What follows belongs to an exercise in optimizing a design on an open flow for small area and a short achievable clock period; a production flow would make more cautious choices. The RTL was checked by simulation tests, not by an equivalence proof against the original design. The flow treats the clock pin as an ideal source, which a real chip does not have.

**design/flow/config.mk**
```make
export PLATFORM = sky130hd
export DESIGN_NAME = pe
export DESIGN_NICKNAME = pe
export VERILOG_FILES = /design/flow/design.v
export SDC_FILE = /design/flow/constraint.sdc
export NUM_CORES = 4
export LEC_CHECK = 0
export ABC_AREA = 1
export CAP_MARGIN = 20
export CORE_MARGIN = 2
export CORE_UTILIZATION = 40
export SLEW_MARGIN = 60
export SYNTH_HIERARCHICAL = 1
export SYNTH_MINIMUM_KEEP_SIZE = 0
```
**design/flow/constraint.sdc**
```tcl
create_clock -name core_clock -period 10.5 [get_ports {clk}]
set_input_delay 2.1000 -clock core_clock [delete_from_list [all_inputs] [get_ports {clk}]]
set_output_delay 2.1000 -clock core_clock [all_outputs]
set_load 0.01 [all_outputs]
```
**design/flow/design.v**
```verilog
module fa (
    input  a,
    input  b,
    input  ci,
    output s,
    output co
);
  assign s  = a ^ b ^ ci;
  assign co = (a & b) | (a & ci) | (b & ci);
endmodule
module ha (
    input  a,
    input  b,
    output s,
    output co
);
  assign s  = a ^ b;
  assign co = a & b;
endmodule
module add #(
    parameter HALFWORD_WIDTH = 16
) (
    input  signed [HALFWORD_WIDTH-1:0] A,
    input  signed [HALFWORD_WIDTH-1:0] B,
    output signed [HALFWORD_WIDTH-1:0] out
);
  assign out = A + B;
endmodule
module invb (
    input  [7:0] a,
    output [7:0] y
);
  assign y = ~a;
endmodule
module gate8 (
    input  [7:0] a,
    input        e0,
    input        e1,
    output [7:0] y
);
  assign y = a & {8{e0 & e1}};
endmodule
module signedm #(
    parameter DATA_SIZE      = 8,
    parameter HALFWORD_WIDTH = 16
) (
    input  signed [     DATA_SIZE-1:0] a,
                                       b,
    output signed [HALFWORD_WIDTH-1:0] data_out
);
  assign data_out = a * b;
endmodule
`timescale 1ns / 1ps
module pe (
    input               clk,
    input               rst,
    input  signed [7:0] weight,
    input  signed [7:0] inmap,
    input               inmap_vld,
    input               weight_vld,
    input  signed [7:0] bias,
    output signed [7:0] outmap,
    output              outmap_vld,
    output signed [15:0] outraw
);
  wire v = inmap_vld & weight_vld;
  reg  [4:0]  n;     
  reg  [15:0] acc;   
  wire z = (n == 5'd0);
  wire [15:0] base = (v & z) ? {{5{bias[7]}}, bias, 3'b0} : (v ? acc : 16'd0);
  wire [7:0] wg;
  gate8 u_gw (.a(weight), .e0(inmap_vld), .e1(weight_vld), .y(wg));
  wire one0 = inmap[0] ^ 1'b0;
  wire two0 = (inmap[1] & ~inmap[0] & ~1'b0) | (~inmap[1] & inmap[0] & 1'b0);
  wire neg0 = inmap[1] & ~(inmap[0] & 1'b0);
  wire pp0_0 = ((one0 & wg[0]) | (two0 & 1'b0)) ^ neg0;
  wire pp0_1 = ((one0 & wg[1]) | (two0 & wg[0])) ^ neg0;
  wire pp0_2 = ((one0 & wg[2]) | (two0 & wg[1])) ^ neg0;
  wire pp0_3 = ((one0 & wg[3]) | (two0 & wg[2])) ^ neg0;
  wire pp0_4 = ((one0 & wg[4]) | (two0 & wg[3])) ^ neg0;
  wire pp0_5 = ((one0 & wg[5]) | (two0 & wg[4])) ^ neg0;
  wire pp0_6 = ((one0 & wg[6]) | (two0 & wg[5])) ^ neg0;
  wire pp0_7 = ((one0 & wg[7]) | (two0 & wg[6])) ^ neg0;
  wire pp0_8 = ~(((one0 & wg[7]) | (two0 & wg[7])) ^ neg0);
  wire one1 = inmap[2] ^ inmap[1];
  wire two1 = (inmap[3] & ~inmap[2] & ~inmap[1]) | (~inmap[3] & inmap[2] & inmap[1]);
  wire neg1 = inmap[3] & ~(inmap[2] & inmap[1]);
  wire pp1_0 = ((one1 & wg[0]) | (two1 & 1'b0)) ^ neg1;
  wire pp1_1 = ((one1 & wg[1]) | (two1 & wg[0])) ^ neg1;
  wire pp1_2 = ((one1 & wg[2]) | (two1 & wg[1])) ^ neg1;
  wire pp1_3 = ((one1 & wg[3]) | (two1 & wg[2])) ^ neg1;
  wire pp1_4 = ((one1 & wg[4]) | (two1 & wg[3])) ^ neg1;
  wire pp1_5 = ((one1 & wg[5]) | (two1 & wg[4])) ^ neg1;
  wire pp1_6 = ((one1 & wg[6]) | (two1 & wg[5])) ^ neg1;
  wire pp1_7 = ((one1 & wg[7]) | (two1 & wg[6])) ^ neg1;
  wire pp1_8 = ~(((one1 & wg[7]) | (two1 & wg[7])) ^ neg1);
  wire one2 = inmap[4] ^ inmap[3];
  wire two2 = (inmap[5] & ~inmap[4] & ~inmap[3]) | (~inmap[5] & inmap[4] & inmap[3]);
  wire neg2 = inmap[5] & ~(inmap[4] & inmap[3]);
  wire pp2_0 = ((one2 & wg[0]) | (two2 & 1'b0)) ^ neg2;
  wire pp2_1 = ((one2 & wg[1]) | (two2 & wg[0])) ^ neg2;
  wire pp2_2 = ((one2 & wg[2]) | (two2 & wg[1])) ^ neg2;
  wire pp2_3 = ((one2 & wg[3]) | (two2 & wg[2])) ^ neg2;
  wire pp2_4 = ((one2 & wg[4]) | (two2 & wg[3])) ^ neg2;
  wire pp2_5 = ((one2 & wg[5]) | (two2 & wg[4])) ^ neg2;
  wire pp2_6 = ((one2 & wg[6]) | (two2 & wg[5])) ^ neg2;
  wire pp2_7 = ((one2 & wg[7]) | (two2 & wg[6])) ^ neg2;
  wire pp2_8 = ~(((one2 & wg[7]) | (two2 & wg[7])) ^ neg2);
  wire one3 = inmap[6] ^ inmap[5];
  wire two3 = (inmap[7] & ~inmap[6] & ~inmap[5]) | (~inmap[7] & inmap[6] & inmap[5]);
  wire neg3 = inmap[7] & ~(inmap[6] & inmap[5]);
  wire pp3_0 = ((one3 & wg[0]) | (two3 & 1'b0)) ^ neg3;
  wire pp3_1 = ((one3 & wg[1]) | (two3 & wg[0])) ^ neg3;
  wire pp3_2 = ((one3 & wg[2]) | (two3 & wg[1])) ^ neg3;
  wire pp3_3 = ((one3 & wg[3]) | (two3 & wg[2])) ^ neg3;
  wire pp3_4 = ((one3 & wg[4]) | (two3 & wg[3])) ^ neg3;
  wire pp3_5 = ((one3 & wg[5]) | (two3 & wg[4])) ^ neg3;
  wire pp3_6 = ((one3 & wg[6]) | (two3 & wg[5])) ^ neg3;
  wire pp3_7 = ((one3 & wg[7]) | (two3 & wg[6])) ^ neg3;
  wire pp3_8 = ~(((one3 & wg[7]) | (two3 & wg[7])) ^ neg3);
  wire basen8 = ~base[8];
  wire basen9 = ~base[9];
  wire basen11 = ~base[11];
  wire basen13 = ~base[13];
  wire basen15 = ~base[15];
  wire s0, c0;
  fa u_fa0 (.a(base[0]), .b(neg0), .ci(pp0_0), .s(s0), .co(c0));
  wire s1, c1;
  fa u_fa1 (.a(base[1]), .b(pp0_1), .ci(c0), .s(s1), .co(c1));
  wire s2, c2;
  fa u_fa2 (.a(base[2]), .b(neg1), .ci(pp0_2), .s(s2), .co(c2));
  wire s3, c3;
  fa u_fa3 (.a(pp1_0), .b(s2), .ci(c1), .s(s3), .co(c3));
  wire s4, c4;
  fa u_fa4 (.a(base[3]), .b(pp0_3), .ci(pp1_1), .s(s4), .co(c4));
  wire hs0, hc0;
  ha u_ha0 (.a(c2), .b(s4), .s(hs0), .co(hc0));
  wire s5, c5;
  fa u_fa5 (.a(base[4]), .b(neg2), .ci(pp0_4), .s(s5), .co(c5));
  wire s6, c6;
  fa u_fa6 (.a(pp1_2), .b(pp2_0), .ci(c4), .s(s6), .co(c6));
  wire hs1, hc1;
  ha u_ha1 (.a(s5), .b(hc0), .s(hs1), .co(hc1));
  wire s7, c7;
  fa u_fa7 (.a(base[5]), .b(pp0_5), .ci(pp1_3), .s(s7), .co(c7));
  wire s8, c8;
  fa u_fa8 (.a(pp2_1), .b(c5), .ci(s7), .s(s8), .co(c8));
  wire hs2, hc2;
  ha u_ha2 (.a(c6), .b(hc1), .s(hs2), .co(hc2));
  wire s9, c9;
  fa u_fa9 (.a(base[6]), .b(neg3), .ci(pp0_6), .s(s9), .co(c9));
  wire s10, c10;
  fa u_fa10 (.a(pp1_4), .b(pp2_2), .ci(pp3_0), .s(s10), .co(c10));
  wire s11, c11;
  fa u_fa11 (.a(c7), .b(s9), .ci(s10), .s(s11), .co(c11));
  wire hs3, hc3;
  ha u_ha3 (.a(c8), .b(s11), .s(hs3), .co(hc3));
  wire s12, c12;
  fa u_fa12 (.a(base[7]), .b(pp0_7), .ci(pp1_5), .s(s12), .co(c12));
  wire s13, c13;
  fa u_fa13 (.a(pp2_3), .b(pp3_1), .ci(c9), .s(s13), .co(c13));
  wire s14, c14;
  fa u_fa14 (.a(c10), .b(s12), .ci(c11), .s(s14), .co(c14));
  wire hs4, hc4;
  ha u_ha4 (.a(s13), .b(hc3), .s(hs4), .co(hc4));
  wire s15, c15;
  fa u_fa15 (.a(basen8), .b(pp0_8), .ci(pp1_6), .s(s15), .co(c15));
  wire s16, c16;
  fa u_fa16 (.a(pp2_4), .b(pp3_2), .ci(c12), .s(s16), .co(c16));
  wire s17, c17;
  fa u_fa17 (.a(s15), .b(c13), .ci(s16), .s(s17), .co(c17));
  wire hs5, hc5;
  ha u_ha5 (.a(c14), .b(s17), .s(hs5), .co(hc5));
  wire s18, c18;
  fa u_fa18 (.a(basen9), .b(base[8]), .ci(pp1_7), .s(s18), .co(c18));
  wire s19, c19;
  fa u_fa19 (.a(pp2_5), .b(pp3_3), .ci(c15), .s(s19), .co(c19));
  wire s20, c20;
  fa u_fa20 (.a(s18), .b(c16), .ci(s19), .s(s20), .co(c20));
  wire hs6, hc6;
  ha u_ha6 (.a(c17), .b(s20), .s(hs6), .co(hc6));
  wire s21, c21;
  fa u_fa21 (.a(base[10]), .b(base[9]), .ci(pp1_8), .s(s21), .co(c21));
  wire s22, c22;
  fa u_fa22 (.a(pp2_6), .b(pp3_4), .ci(c18), .s(s22), .co(c22));
  wire s23, c23;
  fa u_fa23 (.a(s21), .b(c19), .ci(s22), .s(s23), .co(c23));
  wire hs7, hc7;
  ha u_ha7 (.a(c20), .b(s23), .s(hs7), .co(hc7));
  wire s24, c24;
  fa u_fa24 (.a(basen11), .b(pp2_7), .ci(pp3_5), .s(s24), .co(c24));
  wire s25, c25;
  fa u_fa25 (.a(c21), .b(s24), .ci(c22), .s(s25), .co(c25));
  wire hs8, hc8;
  ha u_ha8 (.a(c23), .b(s25), .s(hs8), .co(hc8));
  wire s26, c26;
  fa u_fa26 (.a(base[12]), .b(base[11]), .ci(pp2_8), .s(s26), .co(c26));
  wire s27, c27;
  fa u_fa27 (.a(pp3_6), .b(c24), .ci(s26), .s(s27), .co(c27));
  wire hs9, hc9;
  ha u_ha9 (.a(s27), .b(c25), .s(hs9), .co(hc9));
  wire s28, c28;
  fa u_fa28 (.a(basen13), .b(pp3_7), .ci(c26), .s(s28), .co(c28));
  wire hs10, hc10;
  ha u_ha10 (.a(c27), .b(s28), .s(hs10), .co(hc10));
  wire s29, c29;
  fa u_fa29 (.a(base[14]), .b(base[13]), .ci(pp3_8), .s(s29), .co(c29));
  wire hs11, hc11;
  ha u_ha11 (.a(s29), .b(c28), .s(hs11), .co(hc11));
  wire w0 = basen15 ^ c29;
  wire [15:0] sx = {w0, hs11, hs10, hs9, hs8, hc6, hc5, hc4, s14, hc2, s8, s6, hs0, s3, s1, s0};
  wire [15:0] sy = {hc11, hc10, hc9, hc8, hc7, hs7, hs6, hs5, hs4, hs3, hs2, hs1, c3, 1'b0, 1'b0, 1'b0};
  wire [15:0] t = sx + sy;
  wire [6:0] r = t[9:3] + t[2];
  assign outraw = t;
  assign outmap = {1'b0, r & {7{~t[15]}}};
  assign outmap_vld = (n == 5'd24);
  always @(posedge clk) acc <= t | (acc & {16{~v}});
  always @(posedge clk or posedge rst) begin
    if (rst) n <= 5'd0;
    else if (v) n <= (n == 5'd24) ? 5'd0 : n + 5'd1;
  end
endmodule
```
**design/flow/flow/run.sh**
```bash
#!/bin/bash
# Own layout flow: the standard ORFS layout (standard.sh, which also runs the standard
# synthesis) with two changes:
#  - port buffers are buf_1 instead of the buffer the port buffering picks by default
#    (every input and output port still gets its own buffer; the sizing may upsize it);
#  - before clock-tree synthesis, pre_cts.tcl runs a timing-driven sizing pass (gate
#    upsizing and pin swaps only) aiming at a worst slack SIZE_EXTRA_SLACK ns above the
#    placed one.
# The final report's power-grid check has failed now and then on a placement; if the run
# fails, it is redone from scratch with a slightly smaller sizing target. Each attempt's
# output is in standard_flow_<target>.log; ORFS's own logs are under orfs/logs.
set -uo pipefail
here=$(cd "$(dirname "$0")" && pwd)
export BUFFER_PORTS_ARGS="-buffer_cell sky130_fd_sc_hd__buf_1"
export PRE_CTS_TCL="$here/pre_cts.tcl"
for x in 0.45 0.40 0.35 0.30; do
  rm -rf orfs out/final.def
  if SIZE_EXTRA_SLACK=$x bash standard.sh > "standard_flow_$x.log" 2>&1 && [[ -f out/final.def ]]; then
    echo "layout done with sizing target +$x ns"
    exit 0
  fi
  echo "layout with sizing target +$x ns failed; see standard_flow_$x.log"
done
exit 1
```
**design/flow/flow/pre_cts.tcl**
```tcl
# Timing-driven gate sizing before CTS: upsize gates and swap pins (no buffering) on the
# worst paths until the worst slack is SIZE_EXTRA_SLACK ns above what placement left.
estimate_parasitics -placement
set ws [worst_slack -max]
puts "pre_cts sizing: worst slack $ws, target [expr {$ws + $::env(SIZE_EXTRA_SLACK)}]"
repair_timing -setup -setup_margin [expr {$ws + $::env(SIZE_EXTRA_SLACK)}] \
  -sequence "sizeup,swap" -repair_tns 0 -verbose
puts "pre_cts sizing: worst slack now [worst_slack -max]"
```
**design/flow/standard.sh**
```bash
#!/bin/bash
# synth_recipe.tcl (not shown) runs the flow's synth.tcl, then flattens the netlist and writes it again
# the make line also repeats each setting of config.mk as NAME=value (left out here)
make -C /OpenROAD-flow-scripts/flow DESIGN_CONFIG=/design/flow/config.mk WORK_HOME=/design/flow/orfs CLKGATE_MAP_FILE= SYNTH_SCRIPT=/design/flow/synth_recipe.tcl "${@:-finish}"
```
==> results.toml, run 1 <==
[final_layout]
multiInputGateArea_mm2 = 0.00271
nets = 605
drive_above_1_share_pct = 9.53
fill_cells = 927
final_common_cell = "inv_1"
regArea_um2 = 445
antenna_cells = 0
layout_common_cells = "inv_1 (80), nand2_1 (73), buf_1 (50)"
areaGrowthSynthToFinish_pct = 9.93
final_util_pct = 44.7

[worst_setup_path]
cp_max_fo = 12
crit_slowest_cell = "fa_1"
criticalPathCategory = "in -> out"
crit_cells = 21
path_cells = "buf_2 -> ha_1 -> inv_2 -> o22ai_1 -> xor2_1 -> fa_1 -> fa_1 -> fa_1 -> ha_1 -> ha_1 -> nand2_1 -> nor2_1 -> nand2_1 -> nand3_1 -> nand2_1 -> nand2_1 -> inv_2 -> nand2_1 -> nand2_1 -> nor2_4 -> buf_1"
crit_end = "outmap[6]"
critical_path.top_delay_family = "adder cells"
timing.rr.end = "acc[10]$_DFF_P_"
rr_startpoint = "n[0]$_DFFE_PP0P_"
start_kind = "input pin"
cp_num_buf_inv = 4
crit_required_ps = 8400
slowest_delay_ps = 540
worst_path_most_repeated_cell = "nand2_1"
crit_start = "inmap[1]"
worstRegToRegCells = 19
crit_path_end_kind = "primary output"
cp.arrival_ps = 6130
rrSetupSlack_ps = 6120

[route]
vias_per_cell = 4.92
drtIter0Drc = 123
drcViolationCount = 0
dr.pass1.iters = 4
num_vias = 3061
antenna_left = 0
drt-wirelength-per-cell_um = 13.3
drt_wl_total_um = 8280

[placement]
port_buffers = 51
gp_congestion = 0.935
dp_hpwl_um = 7050

[timing]
finalClockSkew_ps = 3.96
rsz0062_at_grt = "no"
finalSetupViolations = 0
final.setup.tns_ps = 0
fin_crit_sh_pct = 78.4
slew_violations = 0
period_needed_ps = 8230
fmax_mhz = 122
hold_viol_final = 0

[synth]
ys.warnings.count = 7
yosysTopAreaCellShare_pct = 17.7
synth.area.top_cells = "fa_1 (18%), ha_1 (11%), dfxtp_1 (9.1%)"
ys_seq_elements = 21
yosysSeqAreaShare_pct = 12.7
yosysTopAreaCell = "fa_1"
synth_nets = 558
yosysUniqueCellTypes = 36
syn-cell-area_mm2 = 0.00351
syn_inst = 468
syn_area_per_cell_um2 = 7.51

[floorplanning]
start_util_pct = 40.7
ios = 53
core_area_mm2 = 0.00864
die_w_um = 97.7
die_h_um = 97.7
die-area_mm2 = 0.00955
core.rowCount = 34

[clocking]
cts_setup_buffers = 0
cts_inserted_buffers = 3
clkSinkCount = 21
path_clk_slew_ps = 90
hold_buffers = 0
clk_latency_ps = 270
tritoncts = "yes"

[worst_hold_path]
hold_class = "reg -> reg"

[global_routing]
grt_use_met3_pct = 1.79
overflow = 0
grt_max_degree = 26
grt_usage_pct = 17.9
use_met2_pct = 28.9
grt_antenna_before_repair = 0
top_usage_layer = "met2"
grt_pass1_wl_um = 14300
first_global_vias = 3009
grt_use_met1_pct = 26.4

[run_status]
outcome = "no timing/DRC/antenna violations"

[flow_run]
cap_violations = 0
what timing repair did:
action	4_1_cts	5_1_grt
endpoints found under the hold margin	0	0
endpoints found under the setup margin	14	0
gates resized for setup	9	0
metrics by stage:
stage | cell area (µm²) | instances | hold slack [ps] | setup WS [ps]
finish | 3860 | 622 | 472 | 2270
global route | 3860 | 622 | 512 | 1820
CTS | 3860 | 622 | 472 | 2200
detailed placement | 3780 | 618 | 459 | 1780
global placement | 3780 | 618 | 450 | 1670
floorplan | 3510 | 468 | 440 | 2830
per-layer routing:
layer,vias up,share of wire [%],routed length [µm]
li1,1594,-,-
met1,1386,51,4180
met2,75,44,3680
met3,6,4.0,330
met4,0,1.0,85
met5,-,0,0
kinds of logic after synthesis:
family | share of synthesized area (%)
buf+inv | 10.9
compound gates | 13.5
xor+xnor | 9.97
fa+ha+maj | 28.7
other cells | 0.107
simple gates | 24.1
flops | 12.7
Yosys stat by module (local to each module, per instance):
module  cells  area, µm²
gate8      17       66.3
ha          1       12.5
pe        409       2700
fa          1       20.0
synthesized netlist by cell type (all sizes together):
| library cell | n |
|---|---|
| a21boi | 1 |
| a21o | 1 |
| a21oi | 12 |
| buf | 7 |
| clkbuf | 2 |
| conb | 1 |
| dfrtp | 5 |
| dfxtp | 16 |
| fa | 31 |
| ha | 31 |
| inv | 87 |
| nand2 | 86 |
| nand3 | 25 |
| nand3b | 1 |
| nand4 | 6 |
| nor2 | 47 |
| o211ai | 5 |
| o21ai | 28 |
| o21bai | 5 |
| o22ai | 29 |
| or2 | 2 |
| xnor2 | 8 |
| xor2 | 32 |
layout make-up:
class	instances	share of cell area (%)
tap	108	3.50
inverter	87	8.58
sequential	21	11.5
clock inverter	1	0.130
timing repair buffer	51	4.99
clock buffer	3	1.07
multi-input combinational	351	70.2
worst min-delay path, stage by stage, from the launching register on:
cell	delay [ps]
dfxtp_1	310
inv_1	60
o21bai_1	70
worst min-delay path by stage:
| stage | start | endpoint | slack, ps | cells past startpoint |
|---|---|---|---|---|
| 6_report | acc[0]$_DFF_P_ | acc[0]$_DFF_P_ | 470 | 2 |
| 5_1_grt | acc[3]$_DFF_P_ | acc[3]$_DFF_P_ | 510 | 2 |
| 4_1_cts | acc[3]$_DFF_P_ | acc[3]$_DFF_P_ | 470 | 2 |
| 3_5_place_dp | acc[3]$_DFF_P_ | acc[3]$_DFF_P_ | 460 | 2 |
| 3_3_place_gp | acc[3]$_DFF_P_ | acc[3]$_DFF_P_ | 450 | 2 |
| 2_1_floorplan | acc[3]$_DFF_P_ | acc[3]$_DFF_P_ | 440 | 2 |
flip-flops by register name, summed over array words and instances, names as in the netlist:
name	count
n	5
acc	16
==> run 2, diff against run 1 <==
--- a/design/flow/config.mk
+++ b/design/flow/config.mk
@@ -6,8 +6,7 @@
 export NUM_CORES = 4
 export LEC_CHECK = 0
-export ABC_AREA = 1
 export CAP_MARGIN = 20
 export CORE_MARGIN = 2
-export CORE_UTILIZATION = 40
+export CORE_UTILIZATION = 50
 export SLEW_MARGIN = 60
 export SYNTH_HIERARCHICAL = 1
==> run 2 against run 1 <==
Net effect:
- routed wire length shrank 11%
- highest routed layer unchanged
- sequential share of layout area grew 1.0 points
- largest cell class unchanged
- still clean
- critical path depth shrank 3
==> results.toml, run 2 <==
[run_status]
outcome = "no timing/DRC/antenna violations"

[route]
drt_wl_total_um = 7400
dr.pass1.iters = 5
drcViolationCount = 0
drtIter0Drc = 78
drt-wirelength-per-cell_um = 15.8
vias_per_cell = 5.48
num_vias = 2571
antenna_left = 0

[synth]
yosysUniqueCellTypes = 47
synth_compound_area_share_pct = 19.9
ys_seq_elements = 21
yosysMostFrequentCell = "xnor2_1"
synth-simple-area-share_pct = 13.2
synth_common_cells = "xnor2_1 (41), fa_1 (31), ha_1 (31), nand2_1 (26), a21oi_1 (24)"
synth_top_family_by_area = "adder cells"
async_reset_ff_share_pct = 23.8
yosysSeqAreaShare_pct = 14.0
synth_ff_type = "dfxtp_1"
yosysTopAreaCellShare_pct = 19.5
ys.warnings.count = 7
synth_adder_area_share_pct = 31.6
synth_xor_area_share_pct = 14.3
muxShareOfSynthArea_pct = 1.02
syn_inst = 359
syn-cell-area_mm2 = 0.00319
syn_area_per_cell_um2 = 8.88
synth_nets = 449
synth.area.top_cells = "fa_1 (19%), ha_1 (12%), xnor2_1 (11%)"
synth-edff-count = 0
yosysTopAreaCell = "fa_1"

[clocking]
cts_setup_buffers = 0
clkSinkCount = 21
cts_inserted_buffers = 3
hold_buffers = 0
path_clk_slew_ps = 80
tritoncts = "yes"
clk_latency_ps = 270

[global_routing]
use_met2_pct = 31.6
grt_use_met3_pct = 1.19
first_global_vias = 2381
overflow = 0
grt_pass1_wl_um = 12200
top_usage_layer = "met1"
grt_use_met1_pct = 34.7
grt_max_degree = 26
grt_usage_pct = 21.5
grt_antenna_before_repair = 0

[worst_setup_path]
criticalPathCategory = "in -> out"
crit_path_end_kind = "primary output"
timing.rr.end = "acc[15]$_DFF_P_"
cp.arrival_ps = 6190
start_kind = "input pin"
cp_max_fo = 25
rrSetupSlack_ps = 5650
rr_startpoint = "n[0]$_DFFE_PP0P_"
worstRegToRegCells = 17
crit_required_ps = 8400

[floorplanning]
core.rowCount = 29
core_area_mm2 = 0.00624
die_w_um = 83.8
die_h_um = 83.8
start_util_pct = 51.1
die-area_mm2 = 0.00703
ios = 53

[timing]
finalClockSkew_ps = 6.77
final.setup.tns_ps = 0
slew_violations = 0
fin_crit_sh_pct = 78.9
fin_ws_ps = 2210
hold_viol_final = 0
period_needed_ps = 8290
finalSetupViolations = 0
rsz0062_at_grt = "no"
fmax_mhz = 121

[final_layout]
final_common_cell = "buf_1"
antenna_cells = 0
largest_register = "acc"
fill_cells = 603
layout_common_cells = "buf_1 (46), xnor2_1 (39), fa_1 (30)"
areaGrowthSynthToFinish_pct = 11.6
top_regs = "acc (16), n (5)"
drive_above_1_share_pct = 9.69
regArea_um2 = 445
nets = 483
largest_reg_flops = 16
multiInputGateArea_mm2 = 0.00265

[placement]
dp_slack_ps = 1780
dp_hpwl_um = 6010
gp_congestion = 0.778
port_buffers = 51

[worst_hold_path]
whs_path_depth = 2
hold_end = "acc[4]$_DFF_P_"
hold_class = "reg -> reg"
min_from = "acc[4]$_DFF_P_"

[flow_run]
cap_violations = 0
run 2: changes by cell type after synthesis, sizes merged, moves of 18 or more:
cell   delta
xnor2    +34
inv      -66
o22ai    -29
a22oi    +24
a21o     +18
nand2    -60
nor2     -35
xor2     -23
nand3    -18
run 2: cell type report:
| cell class | instances | area share [%] |
|---|---|---|
| Clock buffer | 3 | 1.16 |
| Clock inverter | 1 | 0.211 |
| Inverter | 21 | 2.29 |
| Multi-Input combinational cell | 293 | 74.5 |
| Sequential cell | 21 | 12.5 |
| Tap cell | 77 | 2.71 |
| Timing Repair Buffer | 53 | 6.62 |
run 2: critical path, stage by stage:
cell      delay [ps]
clkbuf_2         180
nand2_2           90
buf_12           170
nor2b_4          270
buf_6            170
a22o_1           170
fa_1             410
ha_1             200
ha_1             310
inv_1             60
fa_1             440
nand2b_1         170
a21oi_1          330
xor2_1           420
and4_1           290
nand3b_1          80
a21oi_1          150
buf_1            160
run 2: cells by family (layout without fill, tap and decap cells):
| kind of cell | after synthesis | in the layout |
|---|---|---|
| AOI/OAI and AO/OA | 95 | 95 |
| xor gates and xnor gates | 51 | 51 |
| adders and majority gates | 62 | 62 |
| buffers and inverters | 45 | 78 |
| DFF | 21 | 21 |
| muxes | 3 | 3 |
| other | 1 | 1 |
| and+or+nand+nor | 81 | 81 |
run 2: routing by layer:
metal / share of wire (%) / up-vias
met5: 0 / -
met1: 53 / 1215
met4: 1.2 / 0
li1: - / 1297
met2: 43 / 52
met3: 3.1 / 7
run 2: metrics by stage:
step	area [µm²]	hold slack [ps]	instances	utilization (%)
2_1_floorplan	3190	418	359	-
3_3_place_gp	3380	426	465	54.2
3_5_place_dp	3390	435	465	54.4
4_1_cts	3540	449	469	56.7
5_1_grt	3560	474	469	57.0
6_report	3560	447	469	57.0
run 2: how the worst max path moves through the flow:
stage / cells after the start / slack, ps / start / end
after detailed placement: 17 / 1780 / inmap_vld / outmap[4]
after global routing: 16 / 1940 / inmap_vld / outmap[4]
after floorplan: 15 / 2260 / inmap[1] / outmap[6]
after CTS: 17 / 2210 / inmap_vld / outmap[6]
after global placement: 16 / 1410 / inmap[1] / outmap[2]
final: 18 / 2210 / inmap_vld / outmap[6]
run 2: modules after synthesis, one instance, submodules excluded:
module,flip-flops and latches,cells,cell area (µm²),copies in the design
pe,21,309,2390,1
gate8,0,8,50.0,1
fa,0,1,20.0,30
ha,0,1,12.5,12
run 2: repair_timing:
item	CTS	global route
endpoints found under the setup margin	15	0
gates resized for setup	29	0
hold endpoints to repair	0	0
==> run 3, diff against run 2 <==
--- a/design/flow/flow/run.sh
+++ b/design/flow/flow/run.sh
@@ -14,5 +14,5 @@
 export BUFFER_PORTS_ARGS="-buffer_cell sky130_fd_sc_hd__buf_1"
 export PRE_CTS_TCL="$here/pre_cts.tcl"
-for x in 0.45 0.40 0.35 0.30; do
+for x in 0.55 0.45 0.40 0.35; do
   rm -rf orfs out/final.def
   if SIZE_EXTRA_SLACK=$x bash standard.sh > "standard_flow_$x.log" 2>&1 && [[ -f out/final.def ]]; then
--- a/design/flow/config.mk
+++ b/design/flow/config.mk
@@ -8,5 +8,5 @@
 export CAP_MARGIN = 20
 export CORE_MARGIN = 2
-export CORE_UTILIZATION = 50
+export CORE_UTILIZATION = 40
 export SLEW_MARGIN = 60
 export SYNTH_HIERARCHICAL = 1
==> run 3 against run 2 <==
Net effect:
- clock skew is 1.9 ps lower
- area after synthesis is the same
- non-clock buffer count down 1
- still clean
- clock-buffer cell count rose by 1
- routed wire length down 2.7%
- critical path depth stayed put
- cell count is 5.1% higher
- highest routed layer unchanged
- critical path type unchanged
- flip-flop and latch count unchanged
==> results.toml, run 3 <==
[timing]
fin_crit_sh_pct = 79.8
holdWs_ps = 446
finalSetupViolations = 0
final.setup.tns_ps = 0
period_needed_ps = 8380
rsz0062_at_grt = "no"
finalClockSkew_ps = 4.90
slew_violations = 0
tightest_slew_ps = 521
slew_headroom_pct = 65.0
fmax_mhz = 119
hold_viol_final = 0

[synth]
synth.area.top_cells = "fa_1 (19%), ha_1 (12%), xnor2_1 (11%)"
yosysSeqAreaShare_pct = 14.0
yosysMostFrequentCell = "xnor2_1"
synth-edff-count = 0
synth_common_cells = "xnor2_1 (41), fa_1 (31), ha_1 (31), nand2_1 (26), a21oi_1 (24)"
syn_area_per_cell_um2 = 8.88
syn-cell-area_mm2 = 0.00319
ys.warnings.count = 7
syn_inst = 359
synth_ff_type = "dfxtp_1"
yosysUniqueCellTypes = 47
synth_nets = 449
yosysTopAreaCell = "fa_1"
ys_seq_elements = 21
yosysTopAreaCellShare_pct = 19.5
async_reset_ff_share_pct = 23.8

[floorplanning]
start_util_pct = 41.2
ios = 53
die-area_mm2 = 0.00870
core.rowCount = 32
die_w_um = 93.3
die_h_um = 93.3
core_area_mm2 = 0.00773

[route]
dr.pass1.iters = 4
vias_per_cell = 5.17
drt_wl_total_um = 7200
num_vias = 2551
antenna_left = 0
drcViolationCount = 0
drtIter0Drc = 77
drt-wirelength-per-cell_um = 14.6

[clocking]
clk_latency_ps = 260
clkSinkCount = 21
cts_inserted_buffers = 3
tritoncts = "yes"
cts_setup_buffers = 0
path_clk_slew_ps = 70

[final_layout]
drive_above_1_share_pct = 9.21
final_util_pct = 45.7
top_regs = "acc (16), n (5)"
largest_register = "acc"
antenna_cells = 0
largest_reg_flops = 16
layout_common_cells = "buf_1 (46), xnor2_1 (40), fa_1 (31)"
stdcell_count = 493
final_common_cell = "buf_1"
nets = 482
areaGrowthSynthToFinish_pct = 10.9

[global_routing]
grt_max_degree = 26
grt_usage_pct = 17.8
overflow = 0
grt_pass1_wl_um = 12400
grt_antenna_before_repair = 0
first_global_vias = 2515

[flow_run]
cap_violations = 0

[placement]
dp_hpwl_um = 6000
placed_cells = 489
gp_congestion = 0.858
port_buffers = 51

[worst_setup_path]
crit_required_ps = 8400
cp_max_fo = 25
criticalPathCategory = "in -> out"
cp.arrival_ps = 6280
start_kind = "input pin"
crit_path_end_kind = "primary output"

[worst_hold_path]
hold_class = "reg -> reg"

[run_status]
outcome = "no timing/DRC/antenna violations"
[run 3: cell families after synthesis]
family,share of synthesized area [%]
other,0.118
multiplexers,1.02
adder cells (fa/ha/maj),31.6
flip-flops,14.0
XOR/XNOR,14.3
buffers and inverters,5.81
AO/OA/AOI/OAI,19.9
AND/OR/NAND/NOR,13.2
[run 3: metal layers]
| metal | vias to the layer above | track usage (%) | share of wire, % |
|---|---|---|---|
| met5 | - | 0 | 0 |
| met4 | 0 | 4.53 | 0.83 |
| met2 | 53 | 26.3 | 43 |
| met3 | 4 | 1.05 | 3.5 |
| li1 | 1300 | - | - |
| met1 | 1194 | 28.0 | 53 |
[run 3: area by class of cell]
cell class                      instances  area, µm²
Clock buffer                            4       45.0
Fill cell                             762       4190
Inverter                               21       81.3
Tap cell                              102        128
Sequential cell                        21        445
Multi-Input combinational cell        293       2620
Timing Repair Buffer                   52        211
[run 3: metrics by stage]
stage | cell area [µm²] | setup slack, ps
floorplan | 3190 | 2260
global placement | 3410 | 1420
finish | 3530 | 2120
CTS | 3520 | 2070
detailed placement | 3410 | 1640
global route | 3530 | 1780
[run 3: critical path: stages]
cell and delay, ps:
clkbuf_2 190, nand2_8 200, nor2b_1 70, buf_4 190, a22oi_2 220, inv_1 90, fa_1 410, fa_1 510
fa_1 420, ha_1 290, ha_2 410, a21oi_1 100, o21ai_0 250, nand3_1 110, o211ai_1 170, xnor2_2 210
a21oi_1 160, buf_1 160
[run 3: per-module statistics from Yosys (local to each module, per instance)]
module,flip-flops and latches,cells,times used
ha,0,1,12
gate8,0,8,1
fa,0,1,30
pe,21,309,1
[run 3: worst paths after layout]
| path | cells past startpoint | endpoint | slack (ps) | from |
|---|---|---|---|---|
| worst max-delay path | 18 | outmap[6] | 2120 | inmap_vld |
| worst min-delay path | 1 | acc[2]$_DFF_P_ | 450 | acc[2]$_DFF_P_ |
| worst max register to register | 18 | acc[15]$_DFF_P_ | 5540 | n[0]$_DFFE_PP0P_ |
| worst min register to register | 1 | acc[2]$_DFF_P_ | 450 | acc[2]$_DFF_P_ |
| max in group asynchronous | 2 | n[0]$_DFFE_PP0P_ | 8620 | rst |
| min in group asynchronous | 2 | n[2]$_DFFE_PP0P_ | 1700 | rst |
[run 3: what timing repair did]
action | 4_1_cts | 5_1_grt
endpoints found under the setup margin | 14 | 0
hold buffers | 0 | 0
resized for setup | 24 | 0
==> run 4, diff against run 3 <==
--- a/design/flow/flow/run.sh
+++ b/design/flow/flow/run.sh
@@ -14,5 +14,5 @@
 export BUFFER_PORTS_ARGS="-buffer_cell sky130_fd_sc_hd__buf_1"
 export PRE_CTS_TCL="$here/pre_cts.tcl"
-for x in 0.55 0.45 0.40 0.35; do
+for x in 0.65 0.45 0.40 0.35; do
   rm -rf orfs out/final.def
   if SIZE_EXTRA_SLACK=$x bash standard.sh > "standard_flow_$x.log" 2>&1 && [[ -f out/final.def ]]; then
==> run 4 against run 3 <==
Net effect:
- largest cell class unchanged
- critical endpoint unchanged
- clock-buffer cell count unchanged
- critical path depth unchanged
- still clean on timing, DRC and antenna
- core utilization unchanged
- first-iteration DRC count stayed put
- critical path type unchanged
- final area did not move
- setup slack did not move
- via count unchanged
==> results.toml, run 4 <==
[final_layout]
fill_cells = 762
areaGrowthSynthToFinish_pct = 10.9
largest_register = "acc"
finish.instance_area_mm2 = 0.00353
stdcell_count = 493
top_regs = "acc (16), n (5)"
final_util_pct = 45.7
antenna_cells = 0
layout_common_cells = "buf_1 (46), xnor2_1 (40), fa_1 (31)"
final_common_cell = "buf_1"
largest_reg_flops = 16
drive_above_1_share_pct = 9.21
nets = 482

[global_routing]
first_global_vias = 2515
grt_usage_pct = 17.8
grt_pass1_wl_um = 12400
grt_max_degree = 26
grt_antenna_before_repair = 0
overflow = 0

[route]
drt_wl_total_um = 7200
num_vias = 2551
antenna_left = 0
dr.pass1.iters = 4
drt-wirelength-per-cell_um = 14.6
vias_per_cell = 5.17
drtIter0Drc = 77
drcViolationCount = 0

[timing]
slew_headroom_pct = 65.0
slew_violations = 0
finalSetupViolations = 0
period_needed_ps = 8380
tightest_slew_ps = 521
final.setup.tns_ps = 0
finalClockSkew_ps = 4.90
hold_viol_final = 0
fmax_mhz = 119
rsz0062_at_grt = "no"
fin_crit_sh_pct = 79.8

[floorplanning]
core_area_mm2 = 0.00773
die-area_mm2 = 0.00870
ios = 53
start_util_pct = 41.2
die_w_um = 93.3
die_h_um = 93.3
core.rowCount = 32

[synth]
syn_area_per_cell_um2 = 8.88
synth.area.top_cells = "fa_1 (19%), ha_1 (12%), xnor2_1 (11%)"
yosysTopAreaCell = "fa_1"
syn-cell-area_mm2 = 0.00319
synth_common_cells = "xnor2_1 (41), fa_1 (31), ha_1 (31), nand2_1 (26), a21oi_1 (24)"
ys_seq_elements = 21
ys.warnings.count = 7
yosysUniqueCellTypes = 47
syn_inst = 359
synth_ff_type = "dfxtp_1"
synth-edff-count = 0
synth_nets = 449
async_reset_ff_share_pct = 23.8
yosysTopAreaCellShare_pct = 19.5
yosysMostFrequentCell = "xnor2_1"
yosysSeqAreaShare_pct = 14.0

[worst_setup_path]
start_kind = "input pin"
crit_path_end_kind = "primary output"
crit_required_ps = 8400
cp_max_fo = 25
cp.arrival_ps = 6280
criticalPathCategory = "in -> out"

[placement]
gp_congestion = 0.858
placed_cells = 489
port_buffers = 51
placedInstanceArea_mm2 = 0.00341
dp_hpwl_um = 6000

[worst_hold_path]
hold_class = "reg -> reg"

[run_status]
outcome = "no timing/DRC/antenna violations"

[clocking]
clkSinkCount = 21
tritoncts = "yes"
cts_inserted_buffers = 3
clk_latency_ps = 260
cts_setup_buffers = 0
path_clk_slew_ps = 70

[flow_run]
cap_violations = 0
-- run 4: cell counts after synthesis --
No cell type changed its count.
-- run 4: metal layers --
metal | wire length [µm] | GRT usage (%)
met1 | 3790 | 28.0
met2 | 3090 | 26.3
met3 | 255 | 1.05
met4 | 60 | 4.53
met5 | 0 | 0
-- run 4: stage by stage --
stage / setup slack [ps] / hold slack, ps
6_report: 2120 / 446
4_1_cts: 2070 / 448
3_3_place_gp: 1420 / 424
5_1_grt: 1780 / 471
3_5_place_dp: 1640 / 434
2_1_floorplan: 2260 / 418
-- run 4: Yosys stat by module (local to each module, per instance) --
module | times used | cell area, µm² | cells inside
pe | 1 | 2390 | 309
gate8 | 1 | 50.0 | 8
fa | 30 | 20.0 | 1
ha | 12 | 12.5 | 1
-- run 4: layout make-up --
| type | instances | area [µm²] | share of cell area [%] |
|---|---|---|---|
| tap | 102 | 128 | 3.61 |
| sequential | 21 | 445 | 12.6 |
| clock buffer | 4 | 45.0 | 1.27 |
| timing repair buffer | 52 | 211 | 5.98 |
| inverter | 21 | 81.3 | 2.30 |
| multi-input combinational | 293 | 2620 | 74.2 |
-- run 4: timing repair --
action	4_1_cts	5_1_grt
setup endpoints to repair	14	0
resized for setup	24	0
hold buffers	0	0
-- run 4: worst max-delay path, stage by stage --
cell and delay [ps]:
clkbuf_2 190, nand2_8 200, nor2b_1 70, buf_4 190
a22oi_2 220, inv_1 90, fa_1 410, fa_1 510
fa_1 420, ha_1 290, ha_2 410, a21oi_1 100
o21ai_0 250, nand3_1 110, o211ai_1 170, xnor2_2 210
a21oi_1 160, buf_1 160
-- run 4: logic make-up after synthesis --
kind of cell	after synthesis	share of synthesized area [%]
AOI/OAI and AO/OA	95	19.9
xor gates and xnor gates	51	14.3
adders and majority gates	62	31.6
buffers and inverters	45	5.81
DFF	21	14.0
muxes	3	1.02
other	1	0.118
and+or+nand+nor	81	13.2
-- run 4: path summary, 6_finish.rpt --
kind                               endpoint  cells after the start              from  slack, ps
max                               outmap[6]                     18         inmap_vld       2120
min                          acc[2]$_DFF_P_                      1    acc[2]$_DFF_P_        450
max in group asynchronous  n[0]$_DFFE_PP0P_                      2               rst       8620
max reg2reg                 acc[15]$_DFF_P_                     18  n[0]$_DFFE_PP0P_       5540
min reg2reg                  acc[2]$_DFF_P_                      1    acc[2]$_DFF_P_        450
min in group asynchronous  n[2]$_DFFE_PP0P_                      2               rst       1700
==> run 5, diff against run 4 <==
--- a/design/flow/flow/run.sh
+++ b/design/flow/flow/run.sh
@@ -14,5 +14,5 @@
 export BUFFER_PORTS_ARGS="-buffer_cell sky130_fd_sc_hd__buf_1"
 export PRE_CTS_TCL="$here/pre_cts.tcl"
-for x in 0.65 0.45 0.40 0.35; do
+for x in 0.45 0.40 0.35 0.30; do
   rm -rf orfs out/final.def
   if SIZE_EXTRA_SLACK=$x bash standard.sh > "standard_flow_$x.log" 2>&1 && [[ -f out/final.def ]]; then
==> run 5 against run 4 <==
Net effect:
- maximum frequency is the same
- die area is the same
- synthesized cell count is the same
- via count is the same
- hold slack is the same
- core utilization is the same
- largest cell class unchanged
- highest routed layer unchanged
==> results.toml, run 5 <==
[timing]
rsz0062_at_grt = "no"
fmax_mhz = 119
holdWs_ps = 446
tightest_slew_ps = 521
slew_headroom_pct = 65.0
fin_ws_ps = 2120
hold_viol_final = 0
finalClockSkew_ps = 4.90
fin_crit_sh_pct = 79.8
final.setup.tns_ps = 0
period_needed_ps = 8380
slew_violations = 0
finalSetupViolations = 0

[global_routing]
overflow = 0
grt_usage_pct = 17.8
grt_pass1_wl_um = 12400
grt_max_degree = 26
first_global_vias = 2515
grt_antenna_before_repair = 0

[clocking]
clk_latency_ps = 260
clkSinkCount = 21
path_clk_slew_ps = 70
hold_buffers = 0
cts_inserted_buffers = 3
tritoncts = "yes"

[synth]
async_reset_ff_share_pct = 23.8
syn_inst = 359
syn_area_per_cell_um2 = 8.88
synth_common_cells = "xnor2_1 (41), fa_1 (31), ha_1 (31), nand2_1 (26), a21oi_1 (24)"
yosysUniqueCellTypes = 47
yosysTopAreaCell = "fa_1"
yosysSeqAreaShare_pct = 14.0
ys_seq_elements = 21
yosysMostFrequentCell = "xnor2_1"
synth_nets = 449
ys.warnings.count = 7
synth_ff_type = "dfxtp_1"
synth.area.top_cells = "fa_1 (19%), ha_1 (12%), xnor2_1 (11%)"
yosysTopAreaCellShare_pct = 19.5
syn-cell-area_mm2 = 0.00319
synth-edff-count = 0

[final_layout]
fill_cells = 762
layout_common_cells = "buf_1 (46), xnor2_1 (40), fa_1 (31)"
top_regs = "acc (16), n (5)"
nets = 482
antenna_cells = 0
largest_register = "acc"
final_common_cell = "buf_1"
drive_above_1_share_pct = 9.21
largest_reg_flops = 16
areaGrowthSynthToFinish_pct = 10.9

[placement]
dp_slack_ps = 1640
dp_hpwl_um = 6000
port_buffers = 51
gp_congestion = 0.858

[worst_setup_path]
cp_max_fo = 25
start_kind = "input pin"
cp.arrival_ps = 6280
crit_end = "outmap[6]"
criticalPathCategory = "in -> out"
crit_required_ps = 8400
rrSetupSlack_ps = 5540
crit_path_end_kind = "primary output"
timing.rr.end = "acc[15]$_DFF_P_"
crit_start = "inmap_vld"
worstRegToRegCells = 18
rr_startpoint = "n[0]$_DFFE_PP0P_"

[route]
dr.pass1.iters = 4
num_vias = 2551
vias_per_cell = 5.17
drt_wl_total_um = 7200
drcViolationCount = 0
drt-wirelength-per-cell_um = 14.6
drtIter0Drc = 77
antenna_left = 0

[floorplanning]
core.rowCount = 32
die_h_um = 93.3
die_w_um = 93.3
ios = 53
core_area_mm2 = 0.00773
start_util_pct = 41.2
die-area_mm2 = 0.00870

[worst_hold_path]
hold_class = "reg -> reg"
min_from = "acc[2]$_DFF_P_"

[flow_run]
cap_violations = 0

[run_status]
outcome = "no timing/DRC/antenna violations"
==> run 5: stage by stage <==
stage	util [%]	cells	instance area, µm²
final	45.7	493	3530
after global routing	45.7	493	3530
after CTS	45.6	493	3520
after detailed placement	44.2	489	3410
after global placement	44.1	489	3410
after floorplan	-	359	3190
==> run 5: worst max-delay path, cell delays in order <==
cell	delay (ps)
clkbuf_2	190
nand2_8	200
nor2b_1	70
buf_4	190
a22oi_2	220
inv_1	90
fa_1	410
fa_1	510
fa_1	420
ha_1	290
ha_2	410
a21oi_1	100
o21ai_0	250
nand3_1	110
o211ai_1	170
xnor2_2	210
a21oi_1	160
buf_1	160
==> run 5: metal layers <==
metal | track usage (%) | routed length, µm | vias up | share of wire, %
met5 | 0 | 0 | - | 0
met4 | 4.53 | 60 | 0 | 0.83
met3 | 1.05 | 255 | 4 | 3.5
met2 | 26.3 | 3090 | 53 | 43
met1 | 28.0 | 3790 | 1194 | 53
li1 | - | - | 1300 | -
==> run 5: worst min path at each step <==
stage / endpoint / cells past startpoint
floorplan: acc[0]$_DFF_P_ / 1
global placement: acc[2]$_DFF_P_ / 1
detailed placement: acc[2]$_DFF_P_ / 1
CTS: acc[4]$_DFF_P_ / 2
global route: acc[4]$_DFF_P_ / 2
finish: acc[2]$_DFF_P_ / 1
==> run 5: final cells by class <==
type,instances,area [µm²],share of cell area [%]
Inverter,21,81.3,2.30
Timing Repair Buffer,52,211,5.98
Multi-Input combinational cell,293,2620,74.2
Tap cell,102,128,3.61
Sequential cell,21,445,12.6
Clock buffer,4,45.0,1.27
==> run 5: kinds of logic after synthesis <==
kind of cell | count (synthesis) | synth area share (%)
compound gates | 95 | 19.9
fa+ha+maj | 62 | 31.6
flops | 21 | 14.0
buf+inv | 45 | 5.81
mux | 3 | 1.02
xor+xnor | 51 | 14.3
other cells | 1 | 0.118
simple gates | 81 | 13.2
==> run 5: Yosys stat by module (local to each module, per instance) <==
module / cell area, µm² / flip-flops and latches / copies in the design / cells inside
pe: 2390 / 21 / 1 / 309
fa: 20.0 / 0 / 30 / 1
ha: 12.5 / 0 / 12 / 1
gate8: 50.0 / 0 / 1 / 8
==> run 5: repair_timing <==
| action | 4_1_cts | 5_1_grt |
|---|---|---|
| gates resized for setup | 24 | 0 |
| setup buffers | 0 | 0 |
| endpoints found under the setup margin | 14 | 0 |
==> run 6, diff against run 5 <==
--- a/design/flow/config.mk
+++ b/design/flow/config.mk
@@ -9,4 +9,5 @@
 export CORE_MARGIN = 2
 export CORE_UTILIZATION = 40
+export PLACE_DENSITY = 0.8
 export SLEW_MARGIN = 60
 export SYNTH_HIERARCHICAL = 1
==> run 6 against run 5 <==
Net effect:
- die area stayed put
- setup slack got worse by 400 ps
- synthesized cell count is the same
- largest cell class unchanged
- register-to-register slack got worse by 120 ps
- via count rose by 6.3%
- critical path type unchanged
- routed wire length rose by 3.2%
- clock skew increased by 2.6 ps
- global-route usage up 0.43 points
- core utilization decreased by 0.49 points
==> results.toml, run 6 <==
[clocking]
clkSinkCount = 21
tritoncts = "yes"
cts_inserted_buffers = 3
path_clk_slew_ps = 80
cts_setup_buffers = 0
clk_latency_ps = 270

[synth]
yosysMostFrequentCell = "xnor2_1"
synth-edff-count = 0
synth_ff_type = "dfxtp_1"
syn_area_per_cell_um2 = 8.88
yosysSeqAreaShare_pct = 14.0
syn-cell-area_mm2 = 0.00319
synth_nets = 449
yosysTopAreaCell = "fa_1"
synth_common_cells = "xnor2_1 (41), fa_1 (31), ha_1 (31), nand2_1 (26), a21oi_1 (24)"
syn_inst = 359
synth.area.top_cells = "fa_1 (19%), ha_1 (12%), xnor2_1 (11%)"
yosysTopAreaCellShare_pct = 19.5
ys_seq_elements = 21
ys.warnings.count = 7
yosysUniqueCellTypes = 47
async_reset_ff_share_pct = 23.8

[worst_setup_path]
start_kind = "input pin"
rrSetupSlack_ps = 5420
cp.arrival_ps = 6670
worstRegToRegCells = 16
rr_startpoint = "n[0]$_DFFE_PP0P_"
cp_max_fo = 15
crit_required_ps = 8400
crit_path_end_kind = "primary output"
timing.rr.end = "acc[15]$_DFF_P_"
criticalPathCategory = "in -> out"

[final_layout]
areaGrowthSynthToFinish_pct = 9.70
largest_register = "acc"
layout_common_cells = "buf_1 (49), xnor2_1 (41), fa_1 (31), ha_1 (31), nand2_1 (25)"
largest_reg_flops = 16
top_regs = "acc (16), n (5)"
drive_above_1_share_pct = 6.12
final_common_cell = "buf_1"
nets = 483
antenna_cells = 0

[floorplanning]
die_h_um = 93.3
start_util_pct = 41.2
core_area_mm2 = 0.00773
die-area_mm2 = 0.00870
die_w_um = 93.3
ios = 53
core.rowCount = 32

[global_routing]
overflow = 0
grt_pass1_wl_um = 12800
grt_max_degree = 21
grt_usage_pct = 18.2
grt_antenna_before_repair = 0
first_global_vias = 2695

[route]
num_vias = 2712
vias_per_cell = 5.49
dr.pass1.iters = 4
drcViolationCount = 0
drt_wl_total_um = 7420
drt-wirelength-per-cell_um = 15.0
drtIter0Drc = 215
antenna_left = 0

[timing]
finalSetupViolations = 0
hold_viol_final = 0
finalClockSkew_ps = 7.48
period_needed_ps = 8770
slew_headroom_pct = 65.4
final.setup.tns_ps = 0
fin_crit_sh_pct = 83.5
fmax_mhz = 114
rsz0062_at_grt = "no"
tightest_slew_ps = 516
slew_violations = 0
holdWs_ps = 447

[worst_hold_path]
hold_end = "acc[2]$_DFF_P_"
min_from = "acc[2]$_DFF_P_"
hold_class = "reg -> reg"
whs_path_depth = 1

[flow_run]
cap_violations = 0

[run_status]
outcome = "no timing/DRC/antenna violations"

[placement]
dp_hpwl_um = 6110
gp_congestion = 0.865
port_buffers = 51
run 6: worst max-delay path, stage by stage:
cell	delay, ps
buf_1	170
nand2_2	220
buf_4	270
nor2b_4	110
buf_4	170
a22o_1	230
fa_1	460
fa_1	520
fa_1	420
ha_1	290
ha_1	340
a21o_1	200
a31oi_2	290
o211ai_1	180
xnor2_2	420
nor2_1	110
buf_1	140
run 6: worst max-delay path by stage:
stage / start / endpoint / slack [ps] / cells past startpoint
CTS: inmap_vld / outmap[2] / 1720 / 17
floorplan: inmap[1] / outmap[6] / 2260 / 15
global placement: inmap[1] / outmap[5] / 1490 / 16
finish: inmap_vld / outmap[2] / 1730 / 17
global route: weight_vld / outmap[2] / 1400 / 17
detailed placement: inmap_vld / outmap[2] / 1290 / 17
run 6: cells by family (layout without fill, tap and decap cells):
logic type      after synthesis  count (layout)  share of synthesized area, %
buf+inv                      45              78                          5.81
xor+xnor                     51              51                          14.3
other cells                   1               1                         0.118
flops                        21              21                          14.0
simple gates                 81              81                          13.2
fa+ha+maj                    62              62                          31.6
compound gates               95              95                          19.9
mux                           3               3                          1.02
run 6: stage by stage:
stage	worst slack, ps	cells	instance area (µm²)	utilization [%]
after global routing	1400	494	3500	45.2
after global placement	1490	490	3410	44.2
final	1730	494	3500	45.2
after CTS	1720	494	3490	45.1
after detailed placement	1290	490	3420	44.2
after floorplan	2260	359	3190	-
run 6: cell type report:
class                           instances  area [µm²]
Sequential cell                        21         445
Fill cell                             743        4230
Clock buffer                            3        41.3
Tap cell                              102         128
Clock inverter                          1        5.00
Timing Repair Buffer                   53         209
Inverter                               21        78.8
Multi-Input combinational cell        293        2590
run 6: repair_timing:
action | 4_1_cts | 5_1_grt
setup endpoints to repair | 13 | 0
hold buffers | 0 | 0
gates resized for setup | 6 | 0
run 6: routing by layer:
layer / global-route usage, % / share of wire [%] / up-vias / wire [µm]
met5: 0 / 0 / - / 0
met4: 5.15 / 1.6 / 0 / 121
met3: 0.886 / 5.0 / 13 / 374
met2: 30.5 / 47 / 116 / 3470
met1: 25.5 / 47 / 1281 / 3460
li1: - / - / 1302 / -
run 6: Yosys stat by module (local to each module, per instance):
| module | area, µm² | cells inside | flip-flops and latches |
|---|---|---|---|
| fa | 20.0 | 1 | 0 |
| gate8 | 50.0 | 8 | 0 |
| ha | 12.5 | 1 | 0 |
| pe | 2390 | 309 | 21 |
==> run 7, diff against run 6 <==
--- a/design/flow/config.mk
+++ b/design/flow/config.mk
@@ -9,5 +9,5 @@
 export CORE_MARGIN = 2
 export CORE_UTILIZATION = 40
-export PLACE_DENSITY = 0.8
+export PLACE_DENSITY = 0.9
 export SLEW_MARGIN = 60
 export SYNTH_HIERARCHICAL = 1
==> run 7 against run 6 <==
Net effect:
- global-route usage rose by 0.056 points
- clock-buffer cell count did not move
- die area unchanged
- hold slack better by 1.8 ps
- via count down 0.88%
- cell count down 0.20%
- still clean
- first-iteration DRC count up 3.3%
==> results.toml, run 7 <==
[timing]
finalClockSkew_ps = 3.99
finalSetupViolations = 0
final.setup.tns_ps = 0
tightest_slew_ps = 521
period_needed_ps = 8380
slew_headroom_pct = 65.0
fin_ws_ps = 2120
slew_violations = 0
holdWs_ps = 449
fmax_mhz = 119
fin_crit_sh_pct = 79.8
rsz0062_at_grt = "no"
hold_viol_final = 0

[worst_setup_path]
rr_startpoint = "n[0]$_DFFE_PP0P_"
cp_max_fo = 25
worstRegToRegCells = 16
crit_start = "weight_vld"
crit_path_end_kind = "primary output"
path_cells = "clkbuf_2 -> nand2_8 -> nor2b_1 -> buf_6 -> a22o_1 -> fa_1 -> fa_1 -> fa_1 -> ha_1 -> ha_1 -> a21o_1 -> a31oi_4 -> o211ai_1 -> xnor2_2 -> nor2_1 -> buf_1"
timing.rr.end = "acc[15]$_DFF_P_"
crit_end = "outmap[5]"
crit_cells = 16
criticalPathCategory = "in -> out"
slowest_delay_ps = 520
start_kind = "input pin"
rrSetupSlack_ps = 5520
worst_path_most_repeated_cell = "fa_1"
cp_num_buf_inv = 3
crit_required_ps = 8400
crit_slowest_cell = "fa_1"
critical_path.top_delay_family = "adder cells"
cp.arrival_ps = 6280

[clocking]
cts_inserted_buffers = 3
tritoncts = "yes"
clk_latency_ps = 270
hold_buffers = 0
clkSinkCount = 21
path_clk_slew_ps = 80

[synth]
synth_compound_area_share_pct = 19.9
synth_adder_area_share_pct = 31.6
ys.warnings.count = 7
muxShareOfSynthArea_pct = 1.02
syn_inst = 359
syn-cell-area_mm2 = 0.00319
ys_seq_elements = 21
yosysTopAreaCell = "fa_1"
async_reset_ff_share_pct = 23.8
synth.area.top_cells = "fa_1 (19%), ha_1 (12%), xnor2_1 (11%)"
synth_common_cells = "xnor2_1 (41), fa_1 (31), ha_1 (31), nand2_1 (26), a21oi_1 (24)"
syn_area_per_cell_um2 = 8.88
yosysUniqueCellTypes = 47
yosysMostFrequentCell = "xnor2_1"
yosysSeqAreaShare_pct = 14.0
synth_top_family_by_area = "adder cells"
synth-simple-area-share_pct = 13.2
synth_ff_type = "dfxtp_1"
synth-edff-count = 0
synth_xor_area_share_pct = 14.3
synth_nets = 449
yosysTopAreaCellShare_pct = 19.5

[final_layout]
top_regs = "acc (16), n (5)"
nets = 482
largest_register = "acc"
finish.instance_area_mm2 = 0.00355
antenna_cells = 0
largest_reg_flops = 16
fill_cells = 707
layout_common_cells = "buf_1 (46), xnor2_1 (40), fa_1 (31)"
final_common_cell = "buf_1"
areaGrowthSynthToFinish_pct = 11.5
drive_above_1_share_pct = 8.95

[placement]
placedInstanceArea_mm2 = 0.00341
dp_slack_ps = 1700
dp_hpwl_um = 6180
port_buffers = 51
gp_congestion = 0.945

[route]
num_vias = 2688
dr.pass1.iters = 4
drcViolationCount = 0
antenna_left = 0
drt_wl_total_um = 7620
drt-wirelength-per-cell_um = 15.5
vias_per_cell = 5.45
drtIter0Drc = 222

[global_routing]
grt_antenna_before_repair = 0
grt_max_degree = 26
grt_pass1_wl_um = 12800
grt_usage_pct = 18.2
first_global_vias = 2702
overflow = 0

[floorplanning]
die_w_um = 93.3
die_h_um = 93.3
start_util_pct = 41.2
core.rowCount = 32
die-area_mm2 = 0.00870
ios = 53
core_area_mm2 = 0.00773

[worst_hold_path]
hold_class = "reg -> reg"
whs_path_depth = 1

[flow_run]
cap_violations = 0

[run_status]
outcome = "no timing/DRC/antenna violations"
==> run 7: changes by cell type in the layout (fill, tap and decap cells not counted), sizes merged <==
cell	change
buf	-3
clkbuf	+2
==> run 7: kinds of logic after synthesis <==
logic type | after synthesis
xor gates and xnor gates | 51
AOI/OAI and AO/OA | 95
and+or+nand+nor | 81
DFF | 21
adders and majority gates | 62
muxes | 3
other | 1
buffers and inverters | 45
==> run 7: how the worst min path moves through the flow <==
stage | endpoint | slack [ps] | from
detailed placement | acc[1]$_DFF_P_ | 430 | acc[1]$_DFF_P_
global placement | acc[1]$_DFF_P_ | 430 | acc[1]$_DFF_P_
finish | acc[0]$_DFF_P_ | 450 | acc[0]$_DFF_P_
global route | acc[0]$_DFF_P_ | 470 | acc[0]$_DFF_P_
CTS | acc[0]$_DFF_P_ | 450 | acc[0]$_DFF_P_
floorplan | acc[0]$_DFF_P_ | 420 | acc[0]$_DFF_P_
==> run 7: area by class of cell <==
type                            instances  area, µm²  area share, %
Multi-Input combinational cell        293       2640           74.2
Tap cell                              102        128           3.59
Timing Repair Buffer                   52        215           6.05
Clock inverter                          1       5.00          0.141
Sequential cell                        21        445           12.5
Inverter                               21       83.8           2.36
Clock buffer                            3       41.3           1.16
==> run 7: Yosys stat by module, one instance, submodules excluded <==
module	cells	flip-flops and latches
pe	309	21
gate8	8	0
fa	1	0
ha	1	0
==> run 7: what timing repair did <==
action | CTS | global route
endpoints found under the hold margin | 0 | 0
setup endpoints to repair | 14 | 0
resized for setup | 28 | 0
setup buffers | 0 | 0
==> run 7: worst reg2reg max path, cell delays in order, from the launching register on <==
cell,delay [ps]
dfrtp_1,420
inv_1,80
ha_1,170
or4b_4,490
nor2b_1,160
buf_6,160
a22o_1,230
fa_1,470
fa_1,520
fa_1,430
ha_1,290
ha_1,360
a21o_1,220
a31oi_4,220
o211ai_1,160
xnor2_2,410
a21o_1,120
==> run 7: metrics by stage <==
| stage | utilization [%] | instances |
|---|---|---|
| after floorplan | - | 359 |
| after global placement | 44.1 | 489 |
| after detailed placement | 44.1 | 489 |
| after CTS | 45.9 | 493 |
| after global routing | 46.0 | 493 |
| final | 46.0 | 493 |
==> run 7: routing by layer <==
layer,vias up,part of all wire (%),GRT usage (%)
met5,-,0,0
met4,0,1.7,5.64
met3,12,4.1,1.13
met2,90,50,32.0
met1,1278,44,24.0
li1,1308,-,-
==> run 8, diff against run 7 <==
--- a/design/flow/config.mk
+++ b/design/flow/config.mk
@@ -6,8 +6,7 @@
 export NUM_CORES = 4
 export LEC_CHECK = 0
-export CAP_MARGIN = 20
+export CAP_MARGIN = 0
 export CORE_MARGIN = 2
 export CORE_UTILIZATION = 40
-export PLACE_DENSITY = 0.9
 export SLEW_MARGIN = 60
 export SYNTH_HIERARCHICAL = 1
==> run 8 against run 7 <==
Net effect:
- die area unchanged
- maximum frequency about the same
==> results.toml, run 8 <==
[clocking]
tritoncts = "yes"
cts_inserted_buffers = 3
clkSinkCount = 21
clk_latency_ps = 260
path_clk_slew_ps = 70
cts_setup_buffers = 0

[synth]
ys.warnings.count = 7
synth.area.top_cells = "fa_1 (19%), ha_1 (12%), xnor2_1 (11%)"
syn-cell-area_mm2 = 0.00319
yosysUniqueCellTypes = 47
synth_nets = 449
ys_seq_elements = 21
yosysTopAreaCellShare_pct = 19.5
syn_area_per_cell_um2 = 8.88
yosysTopAreaCell = "fa_1"
yosysSeqAreaShare_pct = 14.0
synth-edff-count = 0

[final_layout]
fill_cells = 762
final_common_cell = "buf_1"
areaGrowthSynthToFinish_pct = 10.9
nets = 482
finish.instance_area_mm2 = 0.00353
regArea_um2 = 445
multiInputGateArea_mm2 = 0.00262

[timing]
hold_viol_final = 0
slew_headroom_pct = 65.0
finalSetupViolations = 0
slew_violations = 0
rsz0062_at_grt = "no"
tightest_slew_ps = 521
holdWs_ps = 446
fmax_mhz = 119
final.setup.tns_ps = 0
period_needed_ps = 8380
fin_crit_sh_pct = 79.8

[worst_setup_path]
path_cells = "clkbuf_2 -> nand2_8 -> nor2b_1 -> buf_4 -> a22oi_2 -> inv_1 -> fa_1 -> fa_1 -> fa_1 -> ha_1 -> ha_2 -> a21oi_1 -> o21ai_0 -> nand3_1 -> o211ai_1 -> xnor2_2 -> a21oi_1 -> buf_1"
slowest_delay_ps = 510
rr_startpoint = "n[0]$_DFFE_PP0P_"
cp_max_fo = 25
crit_slowest_cell = "fa_1"
criticalPathCategory = "in -> out"
crit_start = "inmap_vld"
timing.rr.end = "acc[15]$_DFF_P_"
worst_path_most_repeated_cell = "fa_1"
cp.arrival_ps = 6280
crit_required_ps = 8400
rrSetupSlack_ps = 5540
worstRegToRegCells = 18

[global_routing]
overflow = 0
grt_max_degree = 26

[floorplanning]
die_w_um = 93.3
ios = 53
start_util_pct = 41.2
die_h_um = 93.3
die-area_mm2 = 0.00870
core_area_mm2 = 0.00773

[route]
antenna_left = 0
drcViolationCount = 0
drt-wirelength-per-cell_um = 14.6
vias_per_cell = 5.17
dr.pass1.iters = 4
drtIter0Drc = 77

[flow_run]
cap_violations = 0

[placement]
dp_hpwl_um = 6000
dp_slack_ps = 1640
port_buffers = 51
placedInstanceArea_mm2 = 0.00341

[run_status]
outcome = "no timing/DRC/antenna violations"

[worst_hold_path]
min_from = "acc[2]$_DFF_P_"
-- run 8: cell counts after synthesis --
No cell type changed its count.
-- run 8: cell type report --
class	count	share of cell area (%)
Multi-Input combinational cell	293	74.2
Sequential cell	21	12.6
Timing Repair Buffer	52	5.98
Tap cell	102	3.61
Inverter	21	2.30
Clock buffer	4	1.27
-- run 8: Yosys stat by module, one instance, submodules excluded --
module,cell area (µm²),flops+latches
pe,2390,21
fa,20.0,0
gate8,50.0,0
ha,12.5,0
-- run 8: critical path, delay by kind of cell --
| family | cells | cell delay (ps) |
|---|---|---|
| AO/OA/AOI/OAI | 5 | 900 |
| XOR/XNOR | 1 | 210 |
| adder cells (fa/ha/maj) | 5 | 2040 |
| buffers and inverters | 4 | 630 |
| AND/OR/NAND/NOR | 3 | 380 |
-- run 8: metrics by stage --
| step | std cells | utilization (%) |
|---|---|---|
| finish | 493 | 45.7 |
| CTS | 493 | 45.6 |
| floorplan | 359 | - |
| global route | 493 | 45.7 |
| global placement | 489 | 44.1 |
| detailed placement | 489 | 44.2 |
-- run 8: what timing repair did --
item,CTS,global route
endpoints found under the setup margin,14,0
gates resized for setup,24,0
hold buffers,0,0
-- run 8: logic make-up after synthesis --
family,share of synthesized area (%)
buffers and inverters,5.81
xor gates and xnor gates,14.3
AOI/OAI and AO/OA,19.9
other,0.118
and+or+nand+nor,13.2
muxes,1.02
adders and majority gates,31.6
DFF,14.0
-- run 8: per-layer routing --
| metal | track usage [%] | up-vias | part of all wire (%) |
|---|---|---|---|
| li1 | - | 1300 | - |
| met1 | 28.0 | 1194 | 53 |
| met2 | 26.3 | 53 | 43 |
| met3 | 1.05 | 4 | 3.5 |
| met4 | 4.53 | 0 | 0.83 |
| met5 | 0 | - | 0 |
-- run 8: how the worst min path moves through the flow --
| stage | to | depth (start not counted) |
|---|---|---|
| floorplan | acc[0]$_DFF_P_ | 1 |
| global placement | acc[2]$_DFF_P_ | 1 |
| detailed placement | acc[2]$_DFF_P_ | 1 |
| global route | acc[4]$_DFF_P_ | 2 |
| finish | acc[2]$_DFF_P_ | 1 |
| CTS | acc[4]$_DFF_P_ | 2 |

==> re-timing with driven ports <==
The flow's constraints put no driver on any port. The routed layouts listed below were extracted and timed again, unchanged, in two steps. Step 1, drivers: a clkbuf_16 drives clk and a buf_2 each remaining input, both assumed. Step 2 adds t to the input delays and takes it off the output delays; t is the mean of the earliest and latest rising clock arrival at the registers after step 1. Input paths then give back, and output paths get back, about the clock's delay inside the block. a / b / c = ideal ports / drivers / drivers and shift; a / b = the first two.
run | t (ns) | setup WS [ns] | worst data-port slew with drivers (ns)
run 1 | 0.292 | 2.270 / 2.248 / 2.248 | 0.03
run 2 | 0.292 | 2.210 / 2.188 / 2.188 | 0.04
run 3 | 0.281 | 2.125 / 2.105 / 2.105 | 0.04
run 4 | 0.281 | 2.125 / 2.105 / 2.105 | 0.04
run 5 | 0.281 | 2.125 / 2.105 / 2.105 | 0.04
run 6 | 0.292 | 1.728 / 1.707 / 1.707 | 0.04
run 7 | 0.288 | 2.122 / 2.100 / 2.100 | 0.04
run 8 | 0.281 | 2.125 / 2.105 / 2.105 | 0.04
After both steps setup and hold are still met in every run listed.
